This is an optimization exercise on Yosys and OpenROAD, whose aim is small area and a short achievable clock period, not a production implementation. In this exercise RTL edits were held to simulation tests only and were not proved equivalent to the original.

[run.sh]
#!/bin/bash
# synth_recipe.tcl (not shown) runs the flow's synth.tcl, then flattens the netlist and writes it again
# the make line also repeats each setting of config.mk as NAME=value (left out here)
make -C /OpenROAD-flow-scripts/flow DESIGN_CONFIG=/design/flow/config.mk WORK_HOME=/design/flow/orfs CLKGATE_MAP_FILE= SYNTH_SCRIPT=/design/flow/synth_recipe.tcl finish
[constraint.sdc]
create_clock -name core_clock -period 18.0 [get_ports {i_clk}]
set_input_delay 3.6000 -clock core_clock [delete_from_list [all_inputs] [get_ports {i_clk}]]
set_output_delay 3.6000 -clock core_clock [all_outputs]
set_load 0.01 [all_outputs]
[config.mk]
export PLATFORM = sky130hd
export DESIGN_NAME = fmac_top
export DESIGN_NICKNAME = fmac_top
export VERILOG_FILES = /design/flow/design.v
export SDC_FILE = /design/flow/constraint.sdc
export NUM_CORES = 4
export LEC_CHECK = 0
export CAP_MARGIN = 20
export CORE_MARGIN = 2
export CORE_UTILIZATION = 40
export SLEW_MARGIN = 20
[design.v]
`timescale 1ns / 1ps
module fmac #(
    parameter GRPSIZE = 16,
    parameter FPEXPSIZE = 8,
    parameter FPMANSIZE = 23+1,
    parameter BFPEXPSIZE = 8,
    parameter BFPMANSIZE = 3+1
) (
    input  i_clk, 
    input  i_reset_n,
    input  i_sel,
    input  [BFPEXPSIZE-1:0] i_Act_E,
    input  [GRPSIZE-1:0][BFPMANSIZE-1:0] i_Act_M,
    input  [BFPEXPSIZE-1:0] i_Weight_E,
    input  [GRPSIZE-1:0][BFPMANSIZE-1:0] i_Weight_M,
    input  [FPEXPSIZE-1:0]  i_ACC_E,
    input  [FPMANSIZE-1:0]  i_ACC_M,
    output logic [BFPEXPSIZE-1:0] o_Weight_E,
    output logic [GRPSIZE-1:0][BFPMANSIZE-1:0] o_Weight_M,
    output logic [BFPEXPSIZE-1:0] o_Act_E,
    output logic [GRPSIZE-1:0][BFPEXPSIZE-1:0] o_Act_M,
    output logic [FPEXPSIZE-1:0]  o_ACC_E,
    output logic [FPMANSIZE-1:0]  o_ACC_M
    );
    parameter levels = $clog2(GRPSIZE);
    parameter MULBFPMANSIZE = ((BFPMANSIZE-1)*2)+1;      
    logic [(BFPEXPSIZE+1)-1:0] exp_rslt;                 
    logic [BFPEXPSIZE-1:0] fp_exp;
    logic [MULBFPMANSIZE-1:0] mul_rslt [0:GRPSIZE-1];
    logic [(MULBFPMANSIZE+levels)-1:0] tmp_rslt [1:GRPSIZE-1];   
    logic [FPMANSIZE-1:0] tmp_fp_man;
    logic [FPMANSIZE-1:0] fp_man;
    always @ (*) begin
        exp_rslt = i_Act_E + i_Weight_E;
    end
    genvar mul;
    generate
        for(mul=0; mul<2**levels; mul=mul+1) begin
            always @ (*) begin
                mul_rslt[mul][MULBFPMANSIZE-1] = i_Act_M[mul][BFPMANSIZE-1] ^ i_Weight_M[mul][BFPMANSIZE-1];             
                mul_rslt[mul][MULBFPMANSIZE-2:0] = i_Act_M[mul][BFPMANSIZE-2:0] * i_Weight_M[mul][BFPMANSIZE-2:0];       
            end
        end
    endgenerate
    genvar lv, add;
    generate
        for(lv=levels-1; lv>=0; lv=lv-1) begin : level
            for(add=0; add<2**lv; add=add+1) begin : add_man
                always @ (*) begin
                    if(lv == levels-1) begin
                        if((mul_rslt[add*2][MULBFPMANSIZE-1] == 0) && (mul_rslt[add*2+1][MULBFPMANSIZE-1] == 1)) begin  
                            if(mul_rslt[add*2][MULBFPMANSIZE-2:0] >= mul_rslt[add*2+1][MULBFPMANSIZE-2:0]) begin
                                tmp_rslt[2**lv+add][(MULBFPMANSIZE+levels)-1] = 0;                                                                                            
                                tmp_rslt[2**lv+add][(MULBFPMANSIZE+levels)-2:0] = mul_rslt[add*2][MULBFPMANSIZE-2:0] - mul_rslt[add*2+1][MULBFPMANSIZE-2:0];
                            end
                            else begin
                                tmp_rslt[2**lv+add][(MULBFPMANSIZE+levels)-1] = 1;                                                                                           
                                tmp_rslt[2**lv+add][(MULBFPMANSIZE+levels)-2:0] = mul_rslt[add*2+1][MULBFPMANSIZE-2:0] - mul_rslt[add*2][MULBFPMANSIZE-2:0];
                            end
                        end
                        else if((mul_rslt[add*2][MULBFPMANSIZE-1] == 1) && (mul_rslt[add*2+1][MULBFPMANSIZE-1] == 0)) begin  
                            if(mul_rslt[add*2][MULBFPMANSIZE-2:0] >= mul_rslt[add*2+1][MULBFPMANSIZE-2:0]) begin      
                                tmp_rslt[2**lv+add][(MULBFPMANSIZE+levels)-1] = 1;                                                                                            
                                tmp_rslt[2**lv+add][(MULBFPMANSIZE+levels)-2:0] = mul_rslt[add*2][MULBFPMANSIZE-2:0] - mul_rslt[add*2+1][MULBFPMANSIZE-2:0];
                            end
                            else begin   
                                tmp_rslt[2**lv+add][(MULBFPMANSIZE+levels)-1] = 0;                                                                                           
                                tmp_rslt[2**lv+add][(MULBFPMANSIZE+levels)-2:0] = mul_rslt[add*2+1][MULBFPMANSIZE-2:0] - mul_rslt[add*2][MULBFPMANSIZE-2:0];
                            end
                        end
                        else begin
                            tmp_rslt[2**lv+add][(MULBFPMANSIZE+levels)-1] = mul_rslt[add*2][MULBFPMANSIZE-1];                                                             
                            tmp_rslt[2**lv+add][(MULBFPMANSIZE+levels)-2:0] = mul_rslt[add*2][MULBFPMANSIZE-2:0] + mul_rslt[add*2+1][MULBFPMANSIZE-2:0];
                        end
                    end
                    else begin
                        if(tmp_rslt[2**(lv+1)+add*2][(MULBFPMANSIZE+levels)-1] == 0 && tmp_rslt[2**(lv+1)+add*2+1][(MULBFPMANSIZE+levels)-1] == 1) begin    
                            if(tmp_rslt[2**(lv+1)+add*2][(MULBFPMANSIZE+levels)-2:0] >= tmp_rslt[2**(lv+1)+add*2+1][(MULBFPMANSIZE+levels)-2:0]) begin    
                                tmp_rslt[2**lv+add][(MULBFPMANSIZE+levels)-1] = 0;                                                                        
                                tmp_rslt[2**lv+add][(MULBFPMANSIZE+levels)-2:0] = tmp_rslt[2**(lv+1)+add*2][(MULBFPMANSIZE+levels)-2:0] - tmp_rslt[2**(lv+1)+add*2+1][(MULBFPMANSIZE+levels)-2:0];
                            end
                            else begin      
                                tmp_rslt[2**lv+add][(MULBFPMANSIZE+levels)-1] = 1;                                                                        
                                tmp_rslt[2**lv+add][(MULBFPMANSIZE+levels)-2:0] = tmp_rslt[2**(lv+1)+add*2+1][(MULBFPMANSIZE+levels)-2:0] - tmp_rslt[2**(lv+1)+add*2][(MULBFPMANSIZE+levels)-2:0];
                            end
                        end
                        else if(tmp_rslt[2**(lv+1)+add*2][(MULBFPMANSIZE+levels)-1] == 1 && tmp_rslt[2**(lv+1)+add*2+1][(MULBFPMANSIZE+levels)-1] == 0) begin 
                            if(tmp_rslt[2**(lv+1)+add*2][(MULBFPMANSIZE+levels)-2:0] >= tmp_rslt[2**(lv+1)+add*2+1][(MULBFPMANSIZE+levels)-2:0]) begin
                                tmp_rslt[2**lv+add][(MULBFPMANSIZE+levels)-1] = 1;                                                                        
                                tmp_rslt[2**lv+add][(MULBFPMANSIZE+levels)-2:0] = tmp_rslt[2**(lv+1)+add*2][(MULBFPMANSIZE+levels)-2:0] - tmp_rslt[2**(lv+1)+add*2+1][(MULBFPMANSIZE+levels)-2:0];
                            end
                            else begin     
                                tmp_rslt[2**lv+add][(MULBFPMANSIZE+levels)-1] = 0;                                                                        
                                tmp_rslt[2**lv+add][(MULBFPMANSIZE+levels)-2:0] = tmp_rslt[2**(lv+1)+add*2+1][(MULBFPMANSIZE+levels)-2:0] - tmp_rslt[2**(lv+1)+add*2][(MULBFPMANSIZE+levels)-2:0];
                            end
                        end
                        else begin
                            tmp_rslt[2**lv+add][(MULBFPMANSIZE+levels)-1] = tmp_rslt[2**(lv+1)+add*2][(MULBFPMANSIZE+levels)-1];                                          
                            tmp_rslt[2**lv+add][(MULBFPMANSIZE+levels)-2:0] = tmp_rslt[2**(lv+1)+add*2][(MULBFPMANSIZE+levels)-2:0] + tmp_rslt[2**(lv+1)+add*2+1][(MULBFPMANSIZE+levels)-2:0];
                        end
                    end
                end
            end
        end
    endgenerate
    always @ (*) begin
        if(tmp_rslt[1][(MULBFPMANSIZE+levels)-2] == 1'b1) begin
            if((exp_rslt + 3) > 9'b0_1111_1110) begin
                fp_exp = 8'b1111_1111;
                fp_man = 0;
            end
            else begin
                fp_exp = exp_rslt + 3;
                fp_man[23] = tmp_rslt[1][(MULBFPMANSIZE+levels)-1];
                fp_man[22:22-(MULBFPMANSIZE+levels-1)+1] = tmp_rslt[1][(MULBFPMANSIZE+levels)-2:0] << 1;
                fp_man[22-(MULBFPMANSIZE+levels-1):0] = 0;
            end
        end
        else if(tmp_rslt[1][(MULBFPMANSIZE+levels)-3] == 1'b1) begin
            if((exp_rslt + 2) > 9'b0_1111_1110) begin
                fp_exp = 8'b1111_1111;
                fp_man = 0;
            end
            else begin
                fp_exp = exp_rslt + 2;
                fp_man[23] = tmp_rslt[1][(MULBFPMANSIZE+levels)-1];
                fp_man[22:22-(MULBFPMANSIZE+levels-1)+1] = tmp_rslt[1][(MULBFPMANSIZE+levels)-2:0] << 2;
                fp_man[22-(MULBFPMANSIZE+levels-1):0] = 0;
            end
        end
        else if(tmp_rslt[1][(MULBFPMANSIZE+levels)-4] == 1'b1) begin
            if((exp_rslt + 1) > 9'b0_1111_1110) begin
                fp_exp = 8'b1111_1111;
                fp_man = 0;
            end
            else begin
                fp_exp = exp_rslt + 1;
                fp_man[23] = tmp_rslt[1][(MULBFPMANSIZE+levels)-1];
                fp_man[22:22-(MULBFPMANSIZE+levels-1)+1] = tmp_rslt[1][(MULBFPMANSIZE+levels)-2:0] << 3;
                fp_man[22-(MULBFPMANSIZE+levels-1):0] = 0;
            end
        end
        else if(tmp_rslt[1][(MULBFPMANSIZE+levels)-5] == 1'b1) begin
            if(exp_rslt > 9'b0_1111_1110) begin
                fp_exp = 8'b1111_1111;
                fp_man = 0;
            end
            else begin
                fp_exp = exp_rslt;
                fp_man[23] = tmp_rslt[1][(MULBFPMANSIZE+levels)-1];
                fp_man[22:22-(MULBFPMANSIZE+levels-1)+1] = tmp_rslt[1][(MULBFPMANSIZE+levels)-2:0] << 4;
                fp_man[22-(MULBFPMANSIZE+levels-1):0] = 0;
            end
        end
        else if(tmp_rslt[1][(MULBFPMANSIZE+levels)-6] == 1'b1) begin
            if(({1'b1, exp_rslt} - 1) > 10'b10_1111_1110) begin
                fp_exp = 8'b1111_1111;
                fp_man = 0;
            end
            else begin
                if(({1'b1, exp_rslt} - 1) < 10'b10_0000_0000) begin
                    fp_exp = 8'b0000_0000;
                    fp_man[23] = tmp_rslt[1][(MULBFPMANSIZE+levels)-1];
                    fp_man[22:22-(MULBFPMANSIZE+levels-1)+1] = tmp_rslt[1][(MULBFPMANSIZE+levels)-2:0] << exp_rslt;
                    fp_man[22-(MULBFPMANSIZE+levels-1):0] = 0;
                end
                else begin
                    fp_exp = exp_rslt - 1;
                    fp_man[23] = tmp_rslt[1][(MULBFPMANSIZE+levels)-1];
                    fp_man[22:22-(MULBFPMANSIZE+levels-1)+1] = tmp_rslt[1][(MULBFPMANSIZE+levels)-2:0] << 5;
                    fp_man[22-(MULBFPMANSIZE+levels-1):0] = 0;
                end
            end
        end
        else if(tmp_rslt[1][(MULBFPMANSIZE+levels)-7] == 1'b1) begin
            if(({1'b1, exp_rslt} - 2) > 10'b10_1111_1110) begin
                fp_exp = 8'b1111_1111;
                fp_man = 0;
            end
            else begin
                if(({1'b1, exp_rslt} - 2) < 10'b10_0000_0000) begin
                    fp_exp = 8'b0000_0000;
                    fp_man[23] = tmp_rslt[1][(MULBFPMANSIZE+levels)-1];
                    fp_man[22:22-(MULBFPMANSIZE+levels-1)+1] = tmp_rslt[1][(MULBFPMANSIZE+levels)-2:0] << exp_rslt;
                    fp_man[22-(MULBFPMANSIZE+levels-1):0] = 0;
                end
                else begin
                    fp_exp = exp_rslt - 2;
                    fp_man[23] = tmp_rslt[1][(MULBFPMANSIZE+levels)-1];
                    fp_man[22:22-(MULBFPMANSIZE+levels-1)+1] = tmp_rslt[1][(MULBFPMANSIZE+levels)-2:0] << 6;
                    fp_man[22-(MULBFPMANSIZE+levels-1):0] = 0;
                end
            end
        end
        else if(tmp_rslt[1][(MULBFPMANSIZE+levels)-8] == 1'b1) begin
            if(({1'b1, exp_rslt} - 3) > 10'b10_1111_1110) begin
                fp_exp = 8'b1111_1111;
                fp_man = 0;
            end
            else begin
                if(({1'b1, exp_rslt} - 3) < 10'b10_0000_0000) begin
                    fp_exp = 8'b0000_0000;
                    fp_man[23] = tmp_rslt[1][(MULBFPMANSIZE+levels)-1];
                    fp_man[22:22-(MULBFPMANSIZE+levels-1)+1] = tmp_rslt[1][(MULBFPMANSIZE+levels)-2:0] << exp_rslt;
                    fp_man[22-(MULBFPMANSIZE+levels-1):0] = 0;
                end
                else begin
                    fp_exp = exp_rslt - 3;
                    fp_man[23] = tmp_rslt[1][(MULBFPMANSIZE+levels)-1];
                    fp_man[22:22-(MULBFPMANSIZE+levels-1)+1] = tmp_rslt[1][(MULBFPMANSIZE+levels)-2:0] << 7;
                    fp_man[22-(MULBFPMANSIZE+levels-1):0] = 0;
                end
            end
        end
        else if(tmp_rslt[1][(MULBFPMANSIZE+levels)-9] == 1'b1) begin
            if(({1'b1, exp_rslt} - 4) > 10'b10_1111_1110) begin
                fp_exp = 8'b1111_1111;
                fp_man = 0;
            end
            else begin
                if(({1'b1, exp_rslt} - 4) < 10'b10_0000_0000) begin
                    fp_exp = 8'b0000_0000;
                    fp_man[23] = tmp_rslt[1][(MULBFPMANSIZE+levels)-1];
                    fp_man[22:22-(MULBFPMANSIZE+levels-1)+1] = tmp_rslt[1][(MULBFPMANSIZE+levels)-2:0] << exp_rslt;
                    fp_man[22-(MULBFPMANSIZE+levels-1):0] = 0;
                end
                else begin
                    fp_exp = exp_rslt - 4;
                    fp_man[23] = tmp_rslt[1][(MULBFPMANSIZE+levels)-1];
                    fp_man[22:22-(MULBFPMANSIZE+levels-1)+1] = tmp_rslt[1][(MULBFPMANSIZE+levels)-2:0] << 8;
                    fp_man[22-(MULBFPMANSIZE+levels-1):0] = 0;
                end
            end
        end
        else if(tmp_rslt[1][(MULBFPMANSIZE+levels)-10] == 1'b1) begin
            if(({1'b1, exp_rslt} - 5) > 10'b10_1111_1110) begin
                fp_exp = 8'b1111_1111;
                fp_man = 0;
            end
            else begin
                if(({1'b1, exp_rslt} - 5) < 10'b10_0000_0000) begin
                    fp_exp = 8'b0000_0000;
                    fp_man[23] = tmp_rslt[1][(MULBFPMANSIZE+levels)-1];
                    fp_man[22:22-(MULBFPMANSIZE+levels-1)+1] = tmp_rslt[1][(MULBFPMANSIZE+levels)-2:0] << exp_rslt;
                    fp_man[22-(MULBFPMANSIZE+levels-1):0] = 0;
                end
                else begin
                    fp_exp = exp_rslt - 5;
                    fp_man[23] = tmp_rslt[1][(MULBFPMANSIZE+levels)-1];
                    fp_man[22:22-(MULBFPMANSIZE+levels-1)+1] = tmp_rslt[1][(MULBFPMANSIZE+levels)-2:0] << 9;
                    fp_man[22-(MULBFPMANSIZE+levels-1):0] = 0;     
                end
            end
        end
        else if(tmp_rslt[1][(MULBFPMANSIZE+levels)-11] == 1'b1) begin
            if(({1'b1, exp_rslt} - 6) > 10'b10_1111_1110) begin
                fp_exp = 8'b1111_1111;
                fp_man = 0;
            end
            else begin
                if(({1'b1, exp_rslt} - 6) < 10'b10_0000_0000) begin
                    fp_exp = 8'b0000_0000;
                    fp_man[23] = tmp_rslt[1][(MULBFPMANSIZE+levels)-1];
                    fp_man[22:22-(MULBFPMANSIZE+levels-1)+1] = tmp_rslt[1][(MULBFPMANSIZE+levels)-2:0] << exp_rslt;
                    fp_man[22-(MULBFPMANSIZE+levels-1):0] = 0;
                end
                else begin
                    fp_exp = exp_rslt - 6;
                    fp_man[23] = tmp_rslt[1][(MULBFPMANSIZE+levels)-1];
                    fp_man[22:22-(MULBFPMANSIZE+levels-1)+1] = tmp_rslt[1][(MULBFPMANSIZE+levels)-2:0] << 10;
                    fp_man[22-(MULBFPMANSIZE+levels-1):0] = 0;     
                end
            end
        end
        else begin
            fp_exp = exp_rslt;
            fp_man[23] = tmp_rslt[1][(MULBFPMANSIZE+levels)-1];
            fp_man[22:22-(MULBFPMANSIZE+levels-1)+1] = tmp_rslt[1][(MULBFPMANSIZE+levels)-2:0];
            fp_man[22-(MULBFPMANSIZE+levels-1):0] = 0;
        end
    end
    always_ff @ (posedge i_clk or negedge i_reset_n) begin
        if(~i_reset_n) begin
            o_Act_E <= 0;
            o_Weight_E <= 0;
            o_ACC_E <= 0;
            o_ACC_M <= 0;
        end
        else begin
            o_Act_E <= i_Act_E;
            o_Weight_E <= i_Weight_E;
            o_ACC_E <= fp_exp;
            o_ACC_M <= fp_man;
        end
    end
    genvar out;
    generate
        for(out=0; out<GRPSIZE; out=out+1) begin
            always_ff @ (posedge i_clk or negedge i_reset_n) begin
                if(~i_reset_n) begin
                    o_Act_M[out] <= 0;
                    o_Weight_M[out] <= 0;
                end
                else begin
                    o_Act_M[out] <= i_Act_M[out];
                    o_Weight_M[out] <= i_Weight_M[out];
                end
            end
        end
    endgenerate
endmodule
module fmac_top (
    input          i_clk,
    input          i_reset_n,
    input          i_sel,
    input  [7:0]   i_Act_E,
    input  [63:0]  i_Act_M,
    input  [7:0]   i_Weight_E,
    input  [63:0]  i_Weight_M,
    input  [7:0]   i_ACC_E,
    input  [23:0]  i_ACC_M,
    output [7:0]   o_Weight_E,
    output [63:0]  o_Weight_M,
    output [7:0]   o_Act_E,
    output [127:0] o_Act_M,
    output [7:0]   o_ACC_E,
    output [23:0]  o_ACC_M
);
    fmac u_fmac (
        .i_clk      (i_clk),
        .i_reset_n  (i_reset_n),
        .i_sel      (i_sel),
        .i_Act_E    (i_Act_E),
        .i_Act_M    (i_Act_M),
        .i_Weight_E (i_Weight_E),
        .i_Weight_M (i_Weight_M),
        .i_ACC_E    (i_ACC_E),
        .i_ACC_M    (i_ACC_M),
        .o_Weight_E (o_Weight_E),
        .o_Weight_M (o_Weight_M),
        .o_Act_E    (o_Act_E),
        .o_Act_M    (o_Act_M),
        .o_ACC_E    (o_ACC_E),
        .o_ACC_M    (o_ACC_M)
    );
endmodule
==> impl_results.md <==
- Area grow syn2layout: 20.00%
- Initial antenna violation count: 0
- CTS buffer count: 17
- Cell taking the most area after synthesis: ha_1
- Tightest Pin Transition: between 1000 and 1500 ps
- Worst setup margin: roughly 1200 ps
- Final setup fails: 0
- Final Hold Violating Endpoints: 0
- Mux share of post-synthesis cell area: 0.06859
- Clock slew at reported path FFs: approximately 70 ps
- CTS sink count: between 150 and 200
- Worst setup SP type: input pin
- Std-Cell Rows: 92
- Critical Path Max Stage Delay: 620 ps
- CTS tree: yes
- CP top delay family: compound AO/OA/AOI/OAI gates
- DR vias: approximately 23,000
- Crit end category: register
- Status: timing/DRC/antenna clean
- WL per Instance: 16.15 um
- Die W: around 260 um
- Fin Setup TNS: 0 ps
- Instance count on the critical path: 57
- Antenna Cells: 0
- Final ANT Viol Nets: 0
- Netlist cell types: slightly below 100
- Synthesized cell area: ~26,000 um^2
- Layout Nets: ~4,200
- Grt total ovfl: 0
- Share of layout cells above drive strength 1: 0.07511
- Worst Path Required: 18,370 ps
- Slowest stage cell, crit path: or4_4
- Most used flip-flop cell after synthesis: dfrtp_1
- Clock root buffer: clkbuf_16
- Vias in the first global route: roughly 22,000
- Dpl hpwl: ~57,000 um
- Ys Warns: 3
- Gr usage total: 0.2090
- Largest family of logic cells by synthesized area: adder cells
- Crit path DAT: 17,200 ps
- Yosys top cell area share: 0.2103
- Port bufs: 308
- Register area share after synthesis: 0.1590
- Die Y: about 260 um
- Fraction of registers with async set/reset: 1.000
- Hold Buf Count CTS: 0
- Post-synth EDFFs: 0
- # H-tree levels: 4
- Xor and xnor area share after synthesis: 0.06634
- Crit path buf inv count: 9
- Dpl ws: approximately 260 ps
- Final cell count without fillers: around 4,300
- CORE AREA: 63,200 um^2
- DRT Wirelength: roughly 70,000 um
- Setup CP Type: in2reg
- Max Cap Viol: 0
- Via/cell ratio: roughly 5.2
- Relative slew margins: 0.3227
- First-pass GRT wire length: between 100,000 and 150,000 um
- Synth top area cells: ha_1, dfrtp_1, fa_1
- Drt pass-1 iters: 6
- Cell count after synthesis: slightly above 3,000
- Starting DRT DRC Count: between 1,000 and 1,500
- Synth Register Bits: between 150 and 200
- Crit path max fanout: 11
- Ports: 419
- Die area: between 60,000 and 70,000 um^2
- Final Max Slew Viols: 0
- Clk buf depth: 2
- Hold Crit Class: in2async
- DP Cell Count: 4,298
- Simple-Gate Fraction of Synth Area: 0.1419
- Post-Syn Area per Cell: between 8 and 9 um^2
- Design area: approximately 30,000 um^2
- Largest net degree at the start of global routing: 64
- Period minus WS final: ~17,000 ps
- Placer Congestion: ~0.95
- Post-DP Area: 30,130 um^2
- RSZ-0062 raised after global routing: no
- Final period utilization: 0.9354
- Initial Util: 0.4059
- Fmax achieved: just under 60 MHz
- Complex-gate fraction of the synthesized area: 0.2030
- Post-Synth Adder-Cell Area: 0.2711
- Remaining routing DRC violations: 0
[through the flow]
step	hold WS [ps]	util
final	3064	0.4870
after detailed placement	3576	0.4768
after CTS	3028	0.4857
after global placement	3578	0.4767
after floorplan	3304	-
after global routing	3067	0.4870
[sequential cells by signal, indices dropped and copies added (netlist names)]
signal,cells
u_fmac.o_Act_E,8
u_fmac.o_Weight_M,64
u_fmac.o_ACC_M,11
u_fmac.o_Weight_E,8
u_fmac.o_Act_M,64
u_fmac.o_ACC_E,8
[worst paths after layout]
path	startpoint	to	slack, ps
worst min-delay path	i_reset_n	u_fmac.o_Act_E[2]$_DFF_PN0_	3060
worst max-delay path	i_Act_M[4]	u_fmac.o_ACC_M[13]$_DFF_PN0_	1160
max in group asynchronous	i_reset_n	u_fmac.o_Act_M[43]$_DFF_PN0_	13740
min in group core_clock	i_Weight_E[0]	u_fmac.o_Weight_E[0]$_DFF_PN0_	3610
[logic make-up (layout without fill, tap and decap cells)]
kind of cell / after synthesis / in the layout
adder cells (fa/ha/maj): 509 / 509
AO/OA/AOI/OAI: 786 / 786
other: 1 / 77
AND/OR/NAND/NOR: 767 / 767
flip-flops: 163 / 163
buffers and inverters: 530 / 835
XOR/XNOR: 190 / 190
multiplexers: 161 / 161
[area by class of cell]
type / count / area (um^2)
fill: 6146 / 32420
multi-input combinational: 2490 / 19610
timing repair buffer: 447 / 4128
sequential: 163 / 4079
inverter: 357 / 1340
tap: 846 / 1059
clock buffer: 21 / 460.4
clock inverter: 10 / 100.1
[metal layers]
metal	GRT usage	routed length, um	up-vias
li1	-	-	11280
met1	0.2741	31580	10600
met2	0.3520	32920	651
met5	0	0	-
met4	0.05895	1492	0
met3	0.03605	4002	97
[cell usage in the layout, fill, tap and decap left out, types with 27 or more instances in the layout]
master and instances:
nor2b_1 27, a21oi_1 221, a21o_1 67, mux2i_1 126, clkdlybuf4s50_1 307, nand3_1 37, dfrtp_1 163, conb_1 77
ha_1 431, a31oi_1 27, nor2_1 262, and2_1 96, o21ai_0 146, fa_1 78, nor3_1 42, o21bai_1 62
buf_4 139, xor2_1 56, nand2_1 207, xnor2_1 128, inv_1 351
[cell usage after synthesis (17+ instances only)]
cell type and instances:
a31oi_1 27, o21a_1 22, ha_1 431, and2_1 96, o21bai_1 62, a21oi_1 222
inv_1 351, nor3_1 42, buf_4 77, a21o_1 67, o21ai_0 146, nor2_1 264
nor2b_1 27, o31ai_1 17, dfrtp_1 163, nand2_1 207, nand3_1 37, mux2_2 25
fa_1 78, xnor2_1 128, a221oi_1 20, mux2i_1 126, nand2b_1 18, o211ai_1 20
clkbuf_1 70, xor2_1 57
[repair_timing]
item	in CTS	in global routing
buffers inserted	0	5
gates resized for setup	0	11
endpoints found under the setup margin	0	19

## what the ideal ports hide
Ports are ideal in the flow. The routed layout listed here was re-timed in OpenROAD.
Step 1, drivers: a clkbuf_16 drives i_clk and a buf_2 each remaining input, both assumed.
Step 2 moves the port delays by t, midway between the first and last clock arrival at a register: inputs arrive t later, outputs are due t later. That takes back most of the time a late clock gives input paths.
Slacks: no drivers / after step 1 / after step 2; pairs: no drivers / after step 1.
shift t [ns]: 0.537
slack for setup (ns): 1.163 / 1.184 / 0.647
latest minus earliest clock arrival (ns): 0.016 / 0.016
After both steps setup and hold are still met in this run. For this run, drivers alone change the setup slack by +0.021 ns; drivers and shift together by -0.516 ns.
